Source: an optimization exercise on an open RTL-to-GDS flow (aim: small area and a short achievable clock period). Production flows keep margins and buffers that such runs may drop.
Only simulation tests tie the RTL to the original design; equivalence was not proved.

==> flow/design.v, too long to show whole: its modules and the start of the top module <==
// module IDP_encoder_42: 1481 lines
module IDP_encoder_42(
  input wire [28:0] datain,
  input wire clock,
  output wire [41:0] codeout
);
  // ...
==> flow/flow/run.sh <==
#!/bin/bash
set -euo pipefail
W=$(pwd)
rm -rf "$W/scripts_mod"
cp -r "$FLOW_HOME/scripts" "$W/scripts_mod"
cp "$W/flow/abc_area.script" "$W/scripts_mod/abc_area.script"
EXTRA=()
if [[ -f "$W/flow/make_args" ]]; then mapfile -t EXTRA < "$W/flow/make_args"; fi
bash "$W/standard.sh" SCRIPTS_DIR="$W/scripts_mod" "${EXTRA[@]}" finish > "$W/orfs_make.log" 2>&1 || { tail -50 "$W/orfs_make.log"; exit 1; }
tail -5 "$W/orfs_make.log"
==> flow/flow/abc_area.script <==
strash
dc2
dch -f
map -D 12000
strash
dch -f
map -D 12000
topo
buffer -c
upsize -c -D 12000
dnsize -c -D 12000
==> flow/flow/make_args <==
BUFFER_PORTS_ARGS=-buffer_cell sky130_fd_sc_hd__buf_1
==> flow/standard.sh <==
#!/bin/bash
# synth_recipe.tcl (not shown) runs the flow's synth.tcl, then flattens the netlist and writes it again
# the make line also repeats each setting of config.mk as NAME=value (left out here)
make -C /OpenROAD-flow-scripts/flow DESIGN_CONFIG=/design/flow/config.mk WORK_HOME=/design/flow/orfs CLKGATE_MAP_FILE= SYNTH_SCRIPT=/design/flow/synth_recipe.tcl "${@:-finish}"
==> flow/config.mk <==
export PLATFORM = sky130hd
export DESIGN_NAME = IDP_encoder_42
export DESIGN_NICKNAME = IDP_encoder_42
export VERILOG_FILES = /design/flow/design.v
export SDC_FILE = /design/flow/constraint.sdc
export NUM_CORES = 4
export LEC_CHECK = 0
export ABC_AREA = 1
export CAP_MARGIN = 20
export CORE_MARGIN = 2
export CORE_UTILIZATION = 45
export CTS_BUF_LIST = sky130_fd_sc_hd__clkbuf_8
export CTS_CLUSTER_DIAMETER = 150
export CTS_CLUSTER_SIZE = 40
export PLACE_DENSITY = 0.75
export SLEW_MARGIN = 20
==> flow/constraint.sdc <==
create_clock -name core_clock -period 70.0 [get_ports {clock}]
set_input_delay 14.0000 -clock core_clock [delete_from_list [all_inputs] [get_ports {clock}]]
set_output_delay 14.0000 -clock core_clock [all_outputs]
set_load 0.01 [all_outputs]
==> out/summary.md, run 1 <==
The run finished with no timing, DRC or antenna violations. TritonCTS built the clock tree. The non-clock inverter total of the final layout was 333. OpenSTA, run right after detailed placement, puts the worst setup slack at 41.01 ns.

Yosys mapped a number of flops with a built-in enable equal to 0. The library cell used most frequently in the layout, excluding fill and tap cells, is sky130_fd_sc_hd__nand2_1. TritonCTS created 5 clock buffers.

The register ranked first by flip-flop count was cut_v. The run gives 7661 µm² as the combined area of the multi-input logic cells. Counting every net in the synthesized netlist gives 1874. For this run, design rule violations remaining after detail routing come to 0. Summing the areas of all compound-gate instances in the mapped netlist gives 25.85% of the synthesized area. Registers represent a cell area share of 6.774%. The run gives 35 as the clock sink total.

The floorplan step defined a core boundary enclosing 21620 µm². The cell sitting at the root of the clock tree is a sky130_fd_sc_hd__clkbuf_8. For the total negative slack for setup checks, the log shows 0 ns. The floorplan step defined a die boundary enclosing 23080 µm².

The register with the most flip-flops in the layout has 19 of them. Buffers placed on the I/O ports in this run total 71.

In this run the worst setup path terminates at codeout[0]. The logs give 29990 µm for the final wirelength and 0 for the number of buffers added to fix hold violations after cts. The main flop type after synthesis was sky130_fd_sc_hd__dfxtp_1. Leaving out fill and tap cells, the most frequent cells in the layout are sky130_fd_sc_hd__nand2_1 (338), sky130_fd_sc_hd__nor2_1 (337), sky130_fd_sc_hd__inv_1 (319). After Yosys synthesis, XOR and XNOR cells account for 14.84% of the synthesized area.
==> inputs of run 2 (changes only) <==
--- a/flow/config.mk
+++ b/flow/config.mk
@@ -12,5 +12,7 @@
 export CTS_BUF_LIST = sky130_fd_sc_hd__clkbuf_8
 export CTS_CLUSTER_DIAMETER = 150
 export CTS_CLUSTER_SIZE = 40
+export GPL_ROUTABILITY_DRIVEN = 0
+export GPL_TIMING_DRIVEN = 0
 export PLACE_DENSITY = 0.75
 export SLEW_MARGIN = 20
==> out/summary.md, run 2 <==
The run finished with no timing, DRC or antenna violations. Maximum clock rate: 33.47 MHz. The count of antenna diodes in the layout is 0. The share of synthesized registers carrying an async set or reset was 0%; the required time at the endpoint of the critical path was 56.00 ns. The synthesized design contains 35 register bits.

The final period utilization was 42.68%; the number of filler instances in the final layout was 2269. The final wirelength is 28400 µm (-5.3%), and the number of placement rows is 54. The logs give 21620 µm² (unchanged) for the core region area and 15.87 ns for the data arrival time of the worst path. The run gives 40.13 ns as the post-route worst setup slack.

Vertical die dimension: 151.9 µm. The run gives 1949 as the number of nets in the layout. Among the stages of the critical path, the cell type that occurs most often is sky130_fd_sc_hd__nand2_1. During I/O placement, the number of pins put on the boundary was 72.

Synthesized area per cell: 5.376 µm². The biggest area contributor in the post-synthesis netlist is sky130_fd_sc_hd__xor2_1. Entering global routing, the biggest net connects 12 pins. The logs give 40.86 ns (-0.1487 ns) for the worst setup slack after placement and 1 for the count of warnings emitted by yosys. After clock tree synthesis, the clock-pin slew on the worst setup and hold paths is 0.08 ns. Number of global-route vias before repair: 10880. The largest individual stage delay along the critical path comes from the cell sky130_fd_sc_hd__nor4_1. The number of enable-type register cells in the synthesized netlist came out at 0 (unchanged). The setup-violating endpoint count in the final report is 0. The routed wire length per instance works out to 12.98 µm. The actual slew at the worst max-slew pin is 0.7968 ns. Setup repair after global routing left no endpoint under its margin.

The final-report hold violation count is 0. Class of the most critical hold timing path: input port to flop. The maximum clock path buffer count was 2.

The number of buffers inserted by port buffering was 68 (-4.2%); the largest fanout on the critical path was 9. In the synthesized netlist the dominant register cell turns out to be sky130_fd_sc_hd__dfxtp_1. The leading cell type in the layout, fill and taps excluded was sky130_fd_sc_hd__nand2_1. For the synthesized netlist net count, the log shows 1874 (unchanged). The first-pass GRT wire length is 47230 µm.

For the number of buffers added to fix hold violations after cts, the log shows 0 (unchanged). TritonCTS built the clock tree. The post-cts gate resize count was 0.

The worst setup path is captured at an output pin. Sequential elements use 7.115% of the synthesized area. In the post-synthesis netlist, the biggest area contributors are sky130_fd_sc_hd__xor2_1 (14%), sky130_fd_sc_hd__nand2_1 (13%), sky130_fd_sc_hd__nor2_1 (13%). For the storage element area, the log shows 700.7 µm². The critical path is of the flop to output pin type. Dividing the detail-routed via count by the number of cells gives 5.555. Remaining antenna violation count after routing: 0.

The total clock buffers created by CTS is 5 (unchanged). The number of antenna violations at the first check in global routing was 0. In the layout the commonest cells are sky130_fd_sc_hd__nand2_1 (338), sky130_fd_sc_hd__nor2_1 (337), sky130_fd_sc_hd__inv_1 (319).

The startpoint type of the worst setup path is a flop. The run gives 54 as the number of library cell types mapped by synthesis. The delay of the slowest cell on the worst path was 0.44 ns.

The area of the die is 23080 µm² (unchanged). The combined area of the multi-input logic cells is 7661 µm² (unchanged). The commonest cells after synthesis are sky130_fd_sc_hd__nand2_1 (338), sky130_fd_sc_hd__nor2_1 (337), sky130_fd_sc_hd__inv_1 (318). The run gives 0 as the aggregate global routing overflow.

The relative slew slack is 46.52%, and the count of H-tree levels built during CTS is 2. Counting flops per register, the top entry is cut_v. The clock sink total is 35 (unchanged), and the die width is 151.9 µm. The overall via count from detail_route is 12160, and the proportion of layout cells with a drive suffix above 1 is 4.560%.

The initial core utilization was 45.55%; the number of instances in the synthesized netlist was 1832. The flip-flop count of the largest register, all copies and words added is 19 (unchanged). The run gives 23.21% as the total routing usage reported by global routing.

The DRC marker count from the first detailed-route iteration is 1238. Counting I/O delays and the setup requirement, the final critical path takes 29.87 ns. The number of design rule violations left after detail routing is 0 (unchanged). The total negative slack for setup checks was 0 ns (unchanged); the max-slew violation total from the final report was 0. In the post-synthesis netlist, the cell with the most instances is sky130_fd_sc_hd__nand2_1.

The top cell type by area accounts for 13.78% of the synthesized area. Cells fill 48.74% of the core in the end. Relative to the synthesized area, the layout overhead comes to 7.014%. The mapped netlist covers 9848 µm². The root buffer cell chosen for the clock tree is sky130_fd_sc_hd__clkbuf_8. The run gives 0 as the number of buffers inserted by post-CTS setup repair. In the final layout, the registers with the most flip-flops are cut_v: 19 flops, cut_c: 16 flops.

After legalization and detailed placement, the total HPWL measured 23300 µm. Before antenna repair, the detailed router went through 5 iterations. The tools report the number of maximum-capacitance violations as 0.
-- run 2: changes by cell type in the layout (fill, tap and decap cells not counted), sizes merged --
cell and delta:
clkinv +1, clkbuf +4, buf +25, clkinvlp +1
-- run 2: layer usage --
layer  global-route usage, %  up-vias  share of wire [%]  wire length, µm
met4                   7.699        0                2.6              747
li1                        -     6167                  -                -
met5                       0        -                  0                0
met2                   40.86      499                 46            13180
met1                   29.67     5427                 44            12470
met3                   2.282       62                7.0             2001
-- run 2: cell type report --
| cell class | instances | area share [%] |
|---|---|---|
| buffer | 36 | 2.244 |
| clock buffer | 5 | 0.6530 |
| clock inverter | 3 | 0.1543 |
| inverter | 333 | 11.86 |
| multi-input combinational | 1428 | 72.69 |
| sequential | 35 | 6.648 |
| tap | 280 | 3.324 |
| timing repair buffer | 68 | 2.422 |
-- run 2: kinds of logic (layout without fill, tap and decap cells) --
family	Yosys count	count (layout)	synth area share (%)
AND/OR/NAND/NOR	850	850	35.57
buffers and inverters	369	445	15.09
flip-flops	35	35	7.115
XOR/XNOR	166	166	14.84
AO/OA/AOI/OAI	400	400	25.85
adder cells (fa/ha/maj)	12	12	1.525
-- run 2: worst paths after layout --
path	from	to	slack, ns	depth (start not counted)
hold / removal	datain[28]	cut_c[13]$_DFF_P_	14.28	5
setup / recovery	cut_v[1]$_DFF_P_	codeout[0]	40.13	101
-- run 2: per-stage QoR --
step | instances | hold slack, ns | instance area (µm²)
3_3_place_gp | 2180 | 14.39 | 10450
5_1_grt | 2188 | 14.28 | 10540
3_5_place_dp | 2180 | 14.39 | 10450
2_1_floorplan | 1832 | 14.30 | 9848
4_1_cts | 2188 | 14.24 | 10540
6_report | 2188 | 14.28 | 10540
-- run 2: critical path: cells and delay by family, from the launching register on --
kind | cells | cell delay (ns)
buffers and inverters | 17 | 1.93
adders and majority gates | 4 | 0.76
xor gates and xnor gates | 8 | 2.12
AOI/OAI and AO/OA | 13 | 2.14
DFF | 1 | 0.33
and+or+nand+nor | 59 | 8.25
==> inputs of run 3 (changes only) <==
--- a/flow/config.mk
+++ b/flow/config.mk
@@ -8,11 +8,9 @@
 export ABC_AREA = 1
 export CAP_MARGIN = 20
 export CORE_MARGIN = 2
-export CORE_UTILIZATION = 45
+export CORE_UTILIZATION = 65
 export CTS_BUF_LIST = sky130_fd_sc_hd__clkbuf_8
 export CTS_CLUSTER_DIAMETER = 150
 export CTS_CLUSTER_SIZE = 40
-export GPL_ROUTABILITY_DRIVEN = 0
-export GPL_TIMING_DRIVEN = 0
-export PLACE_DENSITY = 0.75
+export PLACE_DENSITY = 0.8
 export SLEW_MARGIN = 20
==> out/summary.md, run 3 <==
The run finished with no timing, DRC or antenna violations. The combined area of the multi-input logic cells was 7661 µm² (unchanged). The tools report the total negative slack for setup checks as 0 ns (unchanged). The total clock buffers created by CTS is 5 (unchanged), and the synthesized cell area is 9848 µm² (unchanged). The initial core utilization came out at 67.25% (+22 points).

The run gives 0 (unchanged) as the number of buffers added to fix hold violations after cts. The data arrival time of the worst path is 15.59 ns (-0.28 ns). The count of warnings emitted by yosys is 1 (unchanged). The share of synthesized registers carrying an async set or reset was 0% (unchanged); the vertical die dimension was 127.1 µm (-16%). The synthesis-stage register bit count was 35 (unchanged); the remaining antenna violation count after routing was 0 (unchanged). The number of placement rows is 44 (-19%), and the post-CTS clock slew at the launch and capture registers of the worst setup and hold paths is 0.08 ns (about the same).

For the first-pass GRT wire length, the log shows 49110 µm (+4.0%). The congestion estimate from routability-driven global placement came to 1.058. The first-pass iteration count of the detailed router came out at 6 (+1). The required time at the endpoint of the critical path is 56.00 ns (about the same), and the number of buffers inserted by port buffering is 71 (+4.4%).

For the pin count of the biggest net entering global routing, the log shows 17 (+5). The number of cells on the worst hold path came out at 5 (unchanged). For the synthesized netlist net count, the log shows 1874 (unchanged).

The library cells used most frequently in the layout, excluding fill and tap cells, are sky130_fd_sc_hd__nand2_1 (338), sky130_fd_sc_hd__nor2_1 (337), sky130_fd_sc_hd__inv_1 (318). Most repeated library cell on the critical path: sky130_fd_sc_hd__nor2_1. The HPWL after detailed placement was 24430 µm (+4.8%). The largest registers in the layout are cut_v: 19 flops, cut_c: 16 flops. The run gives 1832 (unchanged) as the number of instances in the synthesized netlist. sky130_fd_sc_hd__nand2_1 is the most common cell in the netlist. The die width is 127.1 µm (-16%). The minimum clock period was 29.59 ns (-0.2893 ns); the aggregate global routing overflow was 0 (unchanged). The worst setup slack after placement is 41.07 ns (+0.2090 ns).

For the DRC marker count from the first detailed-route iteration, the log shows 1315 (+6.2%). Synthesized area per cell: 5.376 µm² (unchanged). For the final-report hold violation count, the log shows 0 (unchanged). The number of design rule violations left after detail routing came out at 0 (unchanged). For the number of global-route vias before repair, the log shows 11030 (+1.3%). The maximum clock rate is 33.80 MHz (+0.98%), and the setup-violating endpoint count in the final report is 0 (unchanged). In this run the clock root is driven by a sky130_fd_sc_hd__clkbuf_8.

TritonCTS built the clock tree. The number of enable-type register cells in the synthesized netlist was 0 (unchanged); the clock sink total was 35 (unchanged). The maximum clock path buffer count came out at 2 (unchanged). The min-delay analysis places its worst path in the category input port to flop. The core region area was 14640 µm² (-32%); the portion of synthesized cell area occupied by the leading cell type was 13.78% (unchanged). The area of the die was 16150 µm² (-30%). The tools report the max-slew violation total from the final report as 0 (unchanged). The routed wire length per instance came out at 14.53 µm (+12%).

The post-cts gate resize count is 0 (unchanged). The commonest cells after synthesis are sky130_fd_sc_hd__nand2_1 (338), sky130_fd_sc_hd__nor2_1 (337), sky130_fd_sc_hd__inv_1 (318). The slowest library cell on the worst path was sky130_fd_sc_hd__xor2_1.

The boundary pin count is 72 (unchanged). The main flop type after synthesis was sky130_fd_sc_hd__dfxtp_1. The proportion of layout cells with a drive suffix above 1 was 3.147% (-1.4 points); the final non-filler cell total was 2059 (-5.9%). The storage element area is 700.7 µm² (unchanged), and the count of antenna diodes in the layout is 0 (unchanged). The kind of end point of the critical path is an output pin. The average via count per standard cell is 6.022 (+8.4%). The critical path is of the flop to output pin type. The number of filler instances in the final layout is 1420 (-37%), and the cell count after placement is 2051 (-5.9%). The run gives 35.46% (+12 points) as the total routing usage reported by global routing. For the final wirelength, the log shows 29920 µm (+5.3%). The largest fanout on the critical path is 9 (unchanged). By area the synthesized netlist is led by sky130_fd_sc_hd__xor2_1 (14%), sky130_fd_sc_hd__nand2_1 (13%), sky130_fd_sc_hd__nor2_1 (13%).

The worst setup path is launched from a flop. Endpoint of the worst hold path: cut_c[13]$_DFF_P_. The leading cell type in the layout, fill and taps excluded is sky130_fd_sc_hd__nand2_1. The overall via count from detail_route is 12400 (+2.0%), and the combined buffer and inverter count along the critical path is 16 (-1). The number of buffers inserted by post-CTS setup repair was 0 (unchanged). The synthesized design spends more area on one cell type than any other, namely sky130_fd_sc_hd__xor2_1.

The count of H-tree levels built during CTS was 2 (unchanged). Counting flops per register, the top entry is cut_v. The tools report the share of the yosys chip area belonging to registers as 7.115% (unchanged).

The flip-flop count of the largest register, all copies and words added was 19 (unchanged); the number of maximum-capacitance violations was 0 (unchanged). Grouping stages by cell kind, the critical path spends the most delay in simple AND/OR/NAND/NOR gates. For the number of nets in the layout, the log shows 1916 (-1.7%). Actual slew at the worst max-slew pin: 0.9572 ns (+0.1604 ns).

The logs give 54 (unchanged) for the number of library cell types mapped by synthesis and 0 (unchanged) for the number of antenna violations at the first check in global routing. The tools report the source of the worst hold timing path as datain[28]. The final period utilization was 42.26% (-0.41 points).

Post-route worst setup slack: 40.41 ns (+0.2893 ns). Setup repair after global routing left no endpoint under its margin. Compared with the post-synthesis result, the final layout area differs by 3.787%. Relative slew slack: 35.95% (-11 points).

The delay of the slowest cell on the worst path was 0.48 ns (+0.04 ns).
run 3: cell counts after synthesis:
No cell type changed its count.
run 3: kinds of logic after synthesis:
| group | synth area share [%] |
|---|---|
| adders and majority gates | 1.525 |
| DFF | 7.115 |
| buffers and inverters | 15.09 |
| and+or+nand+nor | 35.57 |
| AOI/OAI and AO/OA | 25.85 |
| xor gates and xnor gates | 14.84 |
run 3: through the flow:
stage	cell area, µm²	util, %	hold WS [ns]
floorplan	9848	-	14.30
global placement	10110	69.03	14.39
detailed placement	10110	69.03	14.39
CTS	10220	69.80	14.20
global route	10220	69.80	14.24
finish	10220	69.80	14.21
run 3: metal layers:
metal	GRT usage, %	wire [µm]	vias to the layer above
li1	-	-	6112
met3	2.513	2550	99
met2	63.22	14090	698
met4	12.48	986	0
met1	45.18	12290	5490
met5	0	0	-
run 3: how the worst max path moves through the flow:
stage | startpoint | to | cells past startpoint
after floorplan | cut_v[1]$_DFF_P_ | codeout[0] | 104
after global routing | cut_v[1]$_DFF_P_ | codeout[0] | 101
after detailed placement | datain[2] | cut_v[13]$_DFF_P_ | 105
final | cut_v[3]$_DFF_P_ | codeout[0] | 94
after global placement | cut_v[3]$_DFF_P_ | codeout[0] | 98
after CTS | cut_v[3]$_DFF_P_ | codeout[0] | 99
run 3: final cells by class:
cell class | instances | share of cell area, %
well taps | 184 | 2.252
clock buffers | 5 | 0.6733
inverters | 333 | 12.23
multi-input cells | 1428 | 74.95
repair buffers | 71 | 2.607
flip-flops and latches | 35 | 6.855
clock inverters | 3 | 0.4284
==> inputs of run 4 (changes only) <==
==> flow/flow/abc_area.script (replaced) <==
strash
dc2
dch -f
map -D 12500
strash
dch -f
map -D 12500
topo
buffer -c
upsize -c -D 12500
dnsize -c -D 12500
--- a/flow/config.mk
+++ b/flow/config.mk
@@ -8,9 +8,9 @@
 export ABC_AREA = 1
 export CAP_MARGIN = 20
 export CORE_MARGIN = 2
-export CORE_UTILIZATION = 65
+export CORE_UTILIZATION = 45
 export CTS_BUF_LIST = sky130_fd_sc_hd__clkbuf_8
 export CTS_CLUSTER_DIAMETER = 150
 export CTS_CLUSTER_SIZE = 40
-export PLACE_DENSITY = 0.8
+export PLACE_DENSITY = 0.75
 export SLEW_MARGIN = 20
==> out/summary.md, run 4 <==
The run finished with no timing, DRC or antenna violations. The DRC marker count from the first detailed-route iteration is 1187 (-9.7%), and the share of synthesized registers carrying an async set or reset is 0% (unchanged). The pin count of the biggest net entering global routing came out at 17 (unchanged). The count of warnings emitted by yosys is 1 (unchanged). The number of buffers inserted by port buffering is 71 (unchanged), and the data arrival time of the worst path is 16.57 ns (+0.98 ns).

The routed wire length per instance was 14.29 µm (-1.7%). The run gives 0 (unchanged) as the number of buffers inserted by post-CTS setup repair. The logs give 0 (unchanged) for the setup-violating endpoint count in the final report and 0 (unchanged) for the number of design rule violations left after detail routing.

The portion of synthesized cell area occupied by the leading cell type came out at 13.96% (+0.17 points). The final-report hold violation count was 0 (unchanged). The maximum clock path buffer count came out at 2 (unchanged). Among all stages on the critical path, the largest delay is contributed by sky130_fd_sc_hd__xor2_1.

The count of H-tree levels built during CTS came out at 2 (unchanged). The endpoint of the worst hold path is cut_c[13]$_DFF_P_. For the utilization after layout, the log shows 48.51% (-21 points). The cell area after layout was 10290 µm² (+0.72%); the area of the die was 22950 µm² (+42%). Aggregate global routing overflow: 0 (unchanged).

The tools report the source of the worst hold timing path as datain[28]. The total routing usage reported by global routing was 25.94% (-9.5 points); the post-CTS clock slew at the launch and capture registers of the worst setup and hold paths was 0.08 ns (about the same). The logs give 5 (unchanged) for the total clock buffers created by CTS and 0 (unchanged) for the count of antenna diodes in the layout. The remaining antenna violation count after routing is 0 (unchanged).

Share of the yosys chip area belonging to registers: 7.157% (+0.042 points). The relative slew slack is 51.10% (+15 points). The number of nets in the layout was 1918 (+0.10%); the boundary pin count was 72 (unchanged).

The overall via count from detail_route was 12360 (-0.34%); the delay of the slowest cell on the worst path was 0.47 ns (about the same). The first-pass iteration count of the detailed router was 8 (+2). The tools report the number of maximum-capacitance violations as 0 (unchanged). The number of library cell types mapped by synthesis was 49 (-9.3%); the required time at the endpoint of the critical path was 56.00 ns (about the same).

The number of antenna violations at the first check in global routing is 0 (unchanged). The final estimated routing congestion in global placement is 1.076 (+1.7%). Synthesized area per cell: 5.344 µm² (-0.58%). The tools report the core region area as 21220 µm² (+45%). For the number of placement rows, the log shows 53 (+20%). The tools report the post-detailed-placement cell area as 10180 µm² (+0.73%). By count the netlist is led by sky130_fd_sc_hd__nor2_1 (346), sky130_fd_sc_hd__nand2_1 (338), sky130_fd_sc_hd__inv_1 (325).

After synthesis, the cell types taking the most area are sky130_fd_sc_hd__xor2_1 (14%), sky130_fd_sc_hd__nor2_1 (13%), sky130_fd_sc_hd__nand2_1 (13%). The maximum clock rate was 32.71 MHz (-3.2%); the die width was 151.5 µm (+19%). The clock sink total was 35 (unchanged). The average via count per standard cell is 5.742 (-4.6%).

The tools report the number of buffers added to fix hold violations after cts as 0 (unchanged). The clock root buffer master is sky130_fd_sc_hd__clkbuf_8. The setup path with the least slack is of type flop to output pin. Vertical die dimension: 151.5 µm (+19%).

The main flop type after synthesis was sky130_fd_sc_hd__dfxtp_1. Ranked by flip-flop count, first place goes to cut_v. The proportion of layout cells with a drive suffix above 1 is 2.131% (-1.0 points), and the final period utilization is 43.68% (+1.4 points). The minimum clock period works out to 30.57 ns (+0.9889 ns). The synthesized netlist net count was 1874 (unchanged); the number of enable-type register cells in the synthesized netlist was 0 (unchanged).

The tools report the first-pass GRT wire length as 50320 µm (+2.5%). sky130_fd_sc_hd__xor2_1 takes more of the synthesized area than any other cell. The min-delay analysis places its worst path in the category input port to flop.

The library cells used most frequently in the layout, excluding fill and tap cells, are sky130_fd_sc_hd__nor2_1 (346), sky130_fd_sc_hd__nand2_1 (338), sky130_fd_sc_hd__inv_1 (325). The tools report the number of instances in the synthesized netlist as 1832 (unchanged). The most common cell in the synthesized netlist is sky130_fd_sc_hd__nor2_1. The synthesis-stage register bit count is 35 (unchanged).

TritonCTS built the clock tree. In the final layout, the registers with the most flip-flops are cut_v: 19 flops, cut_c: 16 flops. Max-slew violation total from the final report: 0 (unchanged). The worst setup path is captured at an output pin. The synthesized cell area was 9791 µm² (-0.58%). The area growth from synthesis to layout is 5.150%, and the flip-flop count of the largest register, all copies and words added is 19 (unchanged). The final wirelength came out at 30740 µm (+2.8%).

The tools report the number of global-route vias before repair as 11290 (+2.3%). The worst setup path is launched from a flop. Leaving out fill and tap cells, the most frequent cell in the layout is sky130_fd_sc_hd__nor2_1. Total negative slack for setup checks: 0 ns (unchanged). The post-cts gate resize count is 0 (unchanged). Actual slew at the worst max-slew pin: 0.7308 ns (-0.2264 ns). The HPWL after detailed placement is 25300 µm (+3.6%).

The largest fanout on the critical path works out to 9 (unchanged). The number of cells on the worst hold path is 5 (unchanged).

Setup repair after global routing left no endpoint under its margin. The cell that appears most often on the critical path is sky130_fd_sc_hd__nor2_1. The initial core utilization is 46.14% (-21 points).
-- run 4: cell count changes in the layout (fill, tap and decap cells not counted), moves of 3 or more --
cell	before	now
sky130_fd_sc_hd__inv_1	318	325
sky130_fd_sc_hd__inv_2	15	6
sky130_fd_sc_hd__nor2_1	337	346
sky130_fd_sc_hd__nor2_2	15	9
sky130_fd_sc_hd__nor2_4	3	0
sky130_fd_sc_hd__o21ai_0	80	84
sky130_fd_sc_hd__o21ai_1	20	16
-- run 4: critical path, delay by kind of cell (launching register included) --
family	cells	cell delay, ns
buffers and inverters	16	1.69
xor gates and xnor gates	8	2.27
AOI/OAI and AO/OA	9	1.48
and+or+nand+nor	60	9.53
DFF	1	0.33
adders and majority gates	5	0.99
-- run 4: how the worst max path moves through the flow --
| stage | start | to | slack, ns | cells past startpoint |
|---|---|---|---|---|
| 6_report | cut_v[1]$_DFF_P_ | codeout[0] | 39.43 | 98 |
| 5_1_grt | cut_v[1]$_DFF_P_ | codeout[0] | 37.40 | 98 |
| 4_1_cts | cut_v[1]$_DFF_P_ | codeout[0] | 39.80 | 98 |
| 3_5_place_dp | cut_v[1]$_DFF_P_ | codeout[0] | 40.21 | 98 |
| 3_3_place_gp | cut_v[1]$_DFF_P_ | codeout[0] | 40.12 | 100 |
| 2_1_floorplan | cut_v[1]$_DFF_P_ | codeout[0] | 43.18 | 97 |
-- run 4: layout make-up --
class	count	area, µm²
sequential	35	700.7
timing repair buffer	73	281.5
tap	275	344.1
fill	2334	10930
clock buffer	5	68.82
clock inverter	3	43.79
inverter	333	1250
multi-input combinational	1428	7606
-- run 4: cells by family after synthesis --
family                   synth area share (%)
AND/OR/NAND/NOR                         35.35
adder cells (fa/ha/maj)                 1.534
buffers and inverters                   15.16
flip-flops                              7.157
XOR/XNOR                                14.85
AO/OA/AOI/OAI                           25.96
-- run 4: per-stage QoR --
step / hold WS (ns) / setup WS [ns] / std cells
3_3_place_gp: 14.39 / 40.12 / 2144
2_1_floorplan: 14.30 / 43.18 / 1832
4_1_cts: 14.28 / 39.80 / 2152
5_1_grt: 14.33 / 37.40 / 2152
6_report: 14.34 / 39.43 / 2152
3_5_place_dp: 14.39 / 40.21 / 2144
-- run 4: per-layer routing --
| metal | part of all wire, % | track usage [%] | up-vias | wire, µm |
|---|---|---|---|---|
| met5 | 0 | 0 | - | 0 |
| met4 | 4.0 | 11.30 | 0 | 1226 |
| met3 | 7.5 | 2.156 | 134 | 2295 |
| met2 | 47 | 45.61 | 600 | 14300 |
| met1 | 42 | 32.39 | 5525 | 12920 |
| li1 | - | - | 6098 | - |
==> inputs of run 5 (changes only) <==
==> flow/flow/abc_area.script (replaced) <==
strash
dc2
dch -f
map -D 12000
strash
dc2
dch -f
map -D 12000
strash
dch -f
map -D 12000
topo
buffer -c
upsize -c -D 12000
dnsize -c -D 12000
==> out/summary.md, run 5 <==
Leaving out fill and tap cells, the most frequent cells in the layout are sky130_fd_sc_hd__nand2_1 (350), sky130_fd_sc_hd__nor2_1 (338), sky130_fd_sc_hd__inv_1 (306). The tools report the relative slew slack as 38.51% (-13 points). The flip-flop count of the largest register, all copies and words added is 19 (unchanged). The launching element of the worst setup path was datain[2].

The run gives 1 (unchanged) as the count of warnings emitted by yosys. The total clock buffers created by CTS was 5 (unchanged); the number of enable-type register cells in the synthesized netlist was 0 (unchanged). The die width is 151.5 µm (about the same), and the area growth from synthesis to layout is 4.961%.

The largest total area in the synthesized netlist belongs to sky130_fd_sc_hd__nand2_1. The maximum clock path buffer count was 2 (unchanged); the number of global-route vias before repair was 11220 (-0.55%). The number of buffers inserted by port buffering was 71 (unchanged). The tools report the number of design rule violations left after detail routing as 0 (unchanged).

The max-slew violation total from the final report was 0 (unchanged). Number of maximum-capacitance violations: 0 (unchanged). The min-delay analysis places its worst path in the category input port to flop. The synthesized netlist net count came out at 1879 (+0.27%). The number of buffers added to fix hold violations after cts was 0 (unchanged); the proportion of layout cells with a drive suffix above 1 was 2.980% (+0.85 points). The final wirelength is 30840 µm (+0.33%). The number of library cell types mapped by synthesis is 55 (+12%). TritonCTS built the clock tree.

The highest metal layer carrying signal wires in the routed design is met4. The largest individual stage delay along the critical path comes from the cell sky130_fd_sc_hd__nor2_1. The tools report the final-report hold violation count as 0 (unchanged). For the setup-violating endpoint count in the final report, the log shows 0 (unchanged).

The average via count per standard cell is 5.706 (-0.63%), and the boundary pin count is 72 (unchanged). The total routing usage reported by global routing was 26.61% (+0.67 points); the overall via count from detail_route was 12290 (-0.53%). The largest fanout on the critical path was 16 (+7); the area of the die was 22940 µm² (about the same). The worst setup path is captured at a flop.

For the initial core utilization, the log shows 46.26% (+0.13 points). The logs give 0 (unchanged) for the aggregate global routing overflow and 70.23 ns (+14.23 ns) for the required time at the endpoint of the critical path. The run gives 9787 µm² (about the same) as the synthesized cell area. cut_v holds more flip-flops than any other register. The run gives 50820 µm (+0.99%) as the first-pass GRT wire length.

The worst hold path begins at datain[28]. The total negative slack for setup checks is 0 ns (unchanged). The post-cts gate resize count is 0 (unchanged). The tools report the number of placement rows as 53 (unchanged). The number of nets in the layout came out at 1920 (+0.10%). The share of synthesized registers carrying an async set or reset is 0% (unchanged), and the portion of synthesized cell area occupied by the leading cell type is 13.42% (-0.53 points). The minimum clock period was 29.52 ns (-1.059 ns). The count of H-tree levels built during CTS is 2 (unchanged). The pin count of the biggest net entering global routing was 17 (unchanged); the count of antenna diodes in the layout was 0 (unchanged). The delay of the slowest cell on the worst path was 0.75 ns (+0.28 ns).

The tools report the HPWL after detailed placement as 25490 µm (+0.75%). Clock root buffer master: sky130_fd_sc_hd__clkbuf_8. For the share of the yosys chip area belonging to registers, the log shows 7.159% (about the same). The post-CTS clock slew at the launch and capture registers of the worst setup and hold paths is 0.08 ns (about the same), and the routed length on met1 is 13020 µm (+0.74%). The first-pass iteration count of the detailed router came out at 6 (-2).

The number of buffers inserted by post-CTS setup repair was 0 (unchanged). The logs give 29.75 ns (+13.18 ns) for the data arrival time of the worst path and 0 (unchanged) for the number of antenna violations at the first check in global routing. The met2 layer wire length in the routed design was 15050 µm (+5.3%); the synthesized area per cell was 5.328 µm² (-0.31%). Class of the most critical setup path: input port to flop. The dominant cell by count in the synthesized netlist is sky130_fd_sc_hd__nand2_1. For this run, the leading register cell type out of synthesis is sky130_fd_sc_hd__dfxtp_1. The total length of routed met3 wires came out at 1771 µm (-23%). The final estimated routing congestion in global placement came out at 1.026 (-4.7%). The actual slew at the worst max-slew pin came out at 0.9223 ns (+0.1915 ns).

The routed wire length per instance was 14.32 µm (+0.24%). STA classifies the critical path startpoint as an input port. The remaining antenna violation count after routing came out at 0 (unchanged). The final period utilization is 42.17% (-1.5 points). The maximum clock rate was 33.88 MHz (+3.6%); the core region area was 21150 µm² (-0.31%). The largest registers in the layout are cut_v: 19 flops, cut_c: 16 flops.

After synthesis, the most frequently instantiated cells are sky130_fd_sc_hd__nand2_1 (350), sky130_fd_sc_hd__nor2_1 (338), sky130_fd_sc_hd__inv_1 (306). The vertical die dimension is 151.5 µm (about the same). The clock sink total was 35 (unchanged); the synthesis-stage register bit count was 35 (unchanged).

The tools report the DRC marker count from the first detailed-route iteration as 1220 (+2.8%). In the post-synthesis netlist, the biggest area contributors are sky130_fd_sc_hd__nand2_1 (13%), sky130_fd_sc_hd__xor2_1 (13%), sky130_fd_sc_hd__nor2_1 (13%). The flow ran to the end and the layout has no timing, DRC or antenna violations.

Setup repair after global routing left no endpoint under its margin. The tools report the number of instances in the synthesized netlist as 1837 (+0.27%). Leaving out fill and tap cells, the most frequent cell in the layout is sky130_fd_sc_hd__nand2_1. The number of cells on the worst hold path is 5 (unchanged).
==> run 5: cell types whose count changed after synthesis, sizes merged, moves of 13 or more <==
cell and change:
nand2 +14, inv -13, a22oi -24, nand3 +20
a21oi +25
==> run 5: path summary, 6_finish.rpt <==
| path | to | slack [ns] |
|---|---|---|
| setup / recovery | cut_v[15]$_DFF_P_ | 40.48 |
| hold / removal | cut_c[13]$_DFF_P_ | 14.10 |
==> run 5: critical path: cells and delay by family <==
family | cells | cell delay (ns)
simple gates | 74 | 10.28
buf+inv | 19 | 1.91
fa+ha+maj | 1 | 0.18
xor+xnor | 4 | 1.13
compound gates | 11 | 2.22
==> run 5: layout make-up <==
| cell class | instances | area, µm² |
|---|---|---|
| fillers | 2254 | 10880 |
| multi-input cells | 1444 | 7640 |
| inverters | 320 | 1201 |
| flip-flops and latches | 35 | 700.7 |
| well taps | 275 | 344.1 |
| repair buffers | 72 | 274.0 |
| clock buffers | 5 | 68.82 |
| clock inverters | 3 | 43.79 |
==> run 5: cells by family after synthesis <==
| group | Yosys count | share of synthesized area, % |
|---|---|---|
| AND/OR/NAND/NOR | 879 | 37.09 |
| AO/OA/AOI/OAI | 393 | 25.12 |
| buffers and inverters | 358 | 14.78 |
| XOR/XNOR | 160 | 14.32 |
| flip-flops | 35 | 7.159 |
| adder cells (fa/ha/maj) | 12 | 1.534 |
==> run 5: metrics by stage <==
| stage | worst slack, ns | instances | hold WS, ns | instance area [µm²] | utilization, % |
|---|---|---|---|---|---|
| 6_report | 40.48 | 2154 | 14.10 | 10270 | 48.56 |
| 5_1_grt | 38.43 | 2154 | 14.18 | 10270 | 48.56 |
| 4_1_cts | 40.76 | 2154 | 14.09 | 10270 | 48.56 |
| 3_5_place_dp | 40.83 | 2146 | 14.39 | 10160 | 48.03 |
| 3_3_place_gp | 40.93 | 2146 | 14.39 | 10160 | 48.03 |
| 2_1_floorplan | 43.80 | 1837 | 14.27 | 9787 | - |
==> run 5: routing by layer <==
metal	vias to the layer above	global-route usage (%)
met3	86	1.557
met4	0	10.75
met1	5530	32.53
met2	553	48.48
met5	-	0
li1	6122	-

## what the ideal ports hide
The results above use ideal ports. As a check the final layouts listed here were re-extracted and re-timed, cells and wires unchanged. Step 1, drivers: a clkbuf_16 drives clock and a buf_2 each remaining input, both assumed. Step 2 moves the port delays by t, midway between the first and last clock arrival at a register: inputs arrive t later, outputs are due t later. That takes back most of the time a late clock gives input paths. Slacks: no drivers / after step 1 / after step 2; pairs: no drivers / after step 1.
| run | t (ns) | setup WS [ns] | worst setup path after step 2 | latest minus earliest clock arrival (ns) | worst slew at a driven data input, ns |
|---|---|---|---|---|---|
| run 1 | 0.347 | 40.333 / 40.299 / 40.484 | input to register | 0.026 / 0.026 | 0.03 |
| run 2 | 0.346 | 40.125 / 40.089 / 40.434 | register to output | 0.019 / 0.019 | 0.03 |
| run 3 | 0.330 | 40.415 / 40.380 / 40.137 | input to register | 0.015 / 0.016 | 0.04 |
| run 4 | 0.326 | 39.426 / 39.394 / 39.719 | register to output | 0.005 / 0.005 | 0.03 |
| run 5 | 0.333 | 40.484 / 40.456 / 40.162 | input to register | 0.013 / 0.013 | 0.03 |
After both steps setup and hold are still met in every run listed. For run 5, which loses most, drivers alone change the setup slack by -0.028 ns; drivers and shift together by -0.322 ns.
